Source: an optimization exercise on an open RTL-to-GDS flow (aim: small area and a short achievable clock period). Production flows keep margins and buffers that such runs may drop. The RTL was checked by simulation tests, not by an equivalence proof against the original design.

Setup of north:
==> flow/design.v (excerpt) <==
module bitcruncher_dp(
    input         clk,
    input         rst_n,
    input  [21:0] ctrl,             
    input  [15:0] MBR_in_memory,
    output [7:0]  MAR_out_memory,
    output [15:0] MBR_out_memory,
    output [7:0]  IR_out,
    output [3:0]  ALUflags
    );
Settings: LEC_CHECK=0, ABC_AREA=1, CAP_MARGIN=20, CORE_MARGIN=2, CORE_UTILIZATION=40, SLEW_MARGIN=20; clock period 40.0 ns.
standard.sh (not shown) runs the stock make flow with config.mk's settings and CLKGATE_MAP_FILE= SYNTH_SCRIPT=/design/flow/synth_recipe.tcl, a recipe that flattens the netlist after the stock synthesis.
==> flow/flow/run.sh <==
#!/bin/bash
# The standard layout, with the standard synthesis, but with timing repair
# aiming for 27 ns of setup slack instead of 0 (the clock period and the
# constraints are the design's own). Each step's output goes to its own log.
set -euo pipefail
bash standard.sh synth > synth.log 2>&1
bash standard.sh SETUP_SLACK_MARGIN=27 finish > layout.log 2>&1
north finished every step from synthesis to the final layout, and the layout passed the timing, design-rule and antenna checks.
The following lists how south was set up differently from north:
# north
export LEC_CHECK = 0
export ABC_AREA = 1
export CAP_MARGIN = 20
export CORE_MARGIN = 2
export CORE_UTILIZATION = 40
export SLEW_MARGIN = 20
create_clock -name core_clock -period 40.0 [get_ports {clk}]
# south
export LEC_CHECK = 0
export ABC_AREA = 1
export CAP_MARGIN = 20
export CORE_MARGIN = 2
export CORE_UTILIZATION = 55
export SLEW_MARGIN = 20
create_clock -name core_clock -period 40.0 [get_ports {clk}]
==> flow/flow/run.sh <==
#!/bin/bash
# The standard layout, with the standard synthesis, but with timing repair
# aiming for 26 ns of setup slack instead of 0 (the clock period and the
# constraints are the design's own). Each step's output goes to its own log.
set -euo pipefail
bash standard.sh synth > synth.log 2>&1
bash standard.sh SETUP_SLACK_MARGIN=26 finish > layout.log 2>&1
### Flow results
south finished every stage and its layout cleared the timing, design-rule and antenna checks. The period utilization of south exceeds that of north by 2.0 points. south has less setup slack than north. Compared with north, in south die area fell by about 27%; worst-skew pair later-pin latency about even; largest net degree at the start of global routing down 37; worst relative slew slack grew by 3.7 points. Compared north against south; post-synthesis compound-gate area fraction within noise.
### south -> east
# south
export LEC_CHECK = 0
export ABC_AREA = 1
export CAP_MARGIN = 20
export CORE_MARGIN = 2
export CORE_UTILIZATION = 55
export SLEW_MARGIN = 20
create_clock -name core_clock -period 40.0 [get_ports {clk}]
# east
export LEC_CHECK = 0
export CAP_MARGIN = 20
export CORE_MARGIN = 2
export CORE_UTILIZATION = 40
export SLEW_MARGIN = 20
create_clock -name core_clock -period 40.0 [get_ports {clk}]
==> flow/flow/run.sh <==
#!/bin/bash
# The standard layout, with the standard synthesis, but with timing repair
# aiming for 22 ns of setup slack instead of 0 (the clock period and the
# constraints are the design's own), then gates off the critical paths
# downsized again (power recovery). Each step's output goes to its own log.
set -euo pipefail
bash standard.sh synth > synth.log 2>&1
bash standard.sh SETUP_SLACK_MARGIN=22 RECOVER_POWER=100 finish > layout.log 2>&1
Notes after the runs:
- Comparing east and south, the higher final critical-path share of the clock period was measured on east.
- Taking south over east, the cell count after synthesis ratio works out to 1.13.
- Against south, east reports a fraction of met3 tracks used by global routing that is lower.
- Worst clock skew on the final layout in east is 0.013 ns above south.
- Design area, east vs south: up slightly
- In east, first-iteration DRC count is higher than in south.
- Diff south -> east: mux cell area share after synthesis went up by 1.9 points; area share of fa/ha/maj cells after synthesis saw a decrease.
- Completing all stages was not enough for east: its layout failed the final checks because of max-capacitance violations, max-slew violations.
What west does differently from east at the input level:
# east
export LEC_CHECK = 0
export CAP_MARGIN = 20
export CORE_MARGIN = 2
export CORE_UTILIZATION = 40
export SLEW_MARGIN = 20
create_clock -name core_clock -period 40.0 [get_ports {clk}]
# west
export LEC_CHECK = 0
export ABC_AREA = 1
export CAP_MARGIN = 20
export CORE_MARGIN = 2
export CORE_UTILIZATION = 40
export SLEW_MARGIN = 20
create_clock -name core_clock -period 40.0 [get_ports {clk}]
==> flow/flow/run.sh <==
#!/bin/bash
# The standard layout, with the standard synthesis, but with timing repair
# aiming for 28 ns of setup slack instead of 0 (the clock period and the
# constraints are the design's own). Each step's output goes to its own log.
set -euo pipefail
bash standard.sh synth > synth.log 2>&1
bash standard.sh SETUP_SLACK_MARGIN=28 finish > layout.log 2>&1
Notes after the runs:
- Taking west as 1.0, east lands at 0.50 on layout buffer count excluding clock buffers.
- Looking at count of clock buffers in the final design, west sits 1 lower than east does.
- Of west and east, only west finishes the flow clean.
- [flow] east | stages: complete | final checks: fail | reason: max-capacitance violations, max-slew violations
- Compared with east, west shows number of fillers in the final layout that has gone down by a little under 10%.
- Diff east -> west: minimum period implied by the final worst setup slack went down 7.35 ns, final HPWL from detailed placement shrank by about 6%, die width dropped 1.2%.
- Diff east -> west: routed wire length shows a reduction of 1100 um, hold slack shows no meaningful change, count of cell instances traversed by the critical path shows an increase of 17%.

[port drivers added, routing unchanged]
The results above use ideal ports. As a check the final layouts listed here were re-extracted and re-timed, cells and wires unchanged. Step 1 (the two cells are an assumption about what drives the block):
set clk [get_ports {clk}]
set_driving_cell -lib_cell sky130_fd_sc_hd__clkbuf_16 $clk
set_driving_cell -lib_cell sky130_fd_sc_hd__buf_2 [delete_from_list [all_inputs] $clk]
Step 2 adds t to the input delays and takes it off the output delays; t is the mean of the earliest and latest rising clock arrival at the registers after step 1. Input paths then give back, and output paths get back, about the clock's delay inside the block. Slacks: ideal ports / drivers / drivers and shift; pairs: ideal ports / drivers.
run | t, ns | setup WS [ns] | hold WS [ns] | worst setup path at the end
north | 0.406 | 27.539 / 27.562 / 27.156 | 0.495 / 0.495 / 0.495 | input to register
south | 0.408 | 26.747 / 26.772 / 26.364 | 0.495 / 0.495 / 0.495 | input to register
east | 0.405 | 20.895 / 20.895 / 20.895 | 0.489 / 0.489 / 0.489 | register to register
west | 0.414 | 28.248 / 28.248 / 27.961 | 0.491 / 0.491 / 0.491 | input to register
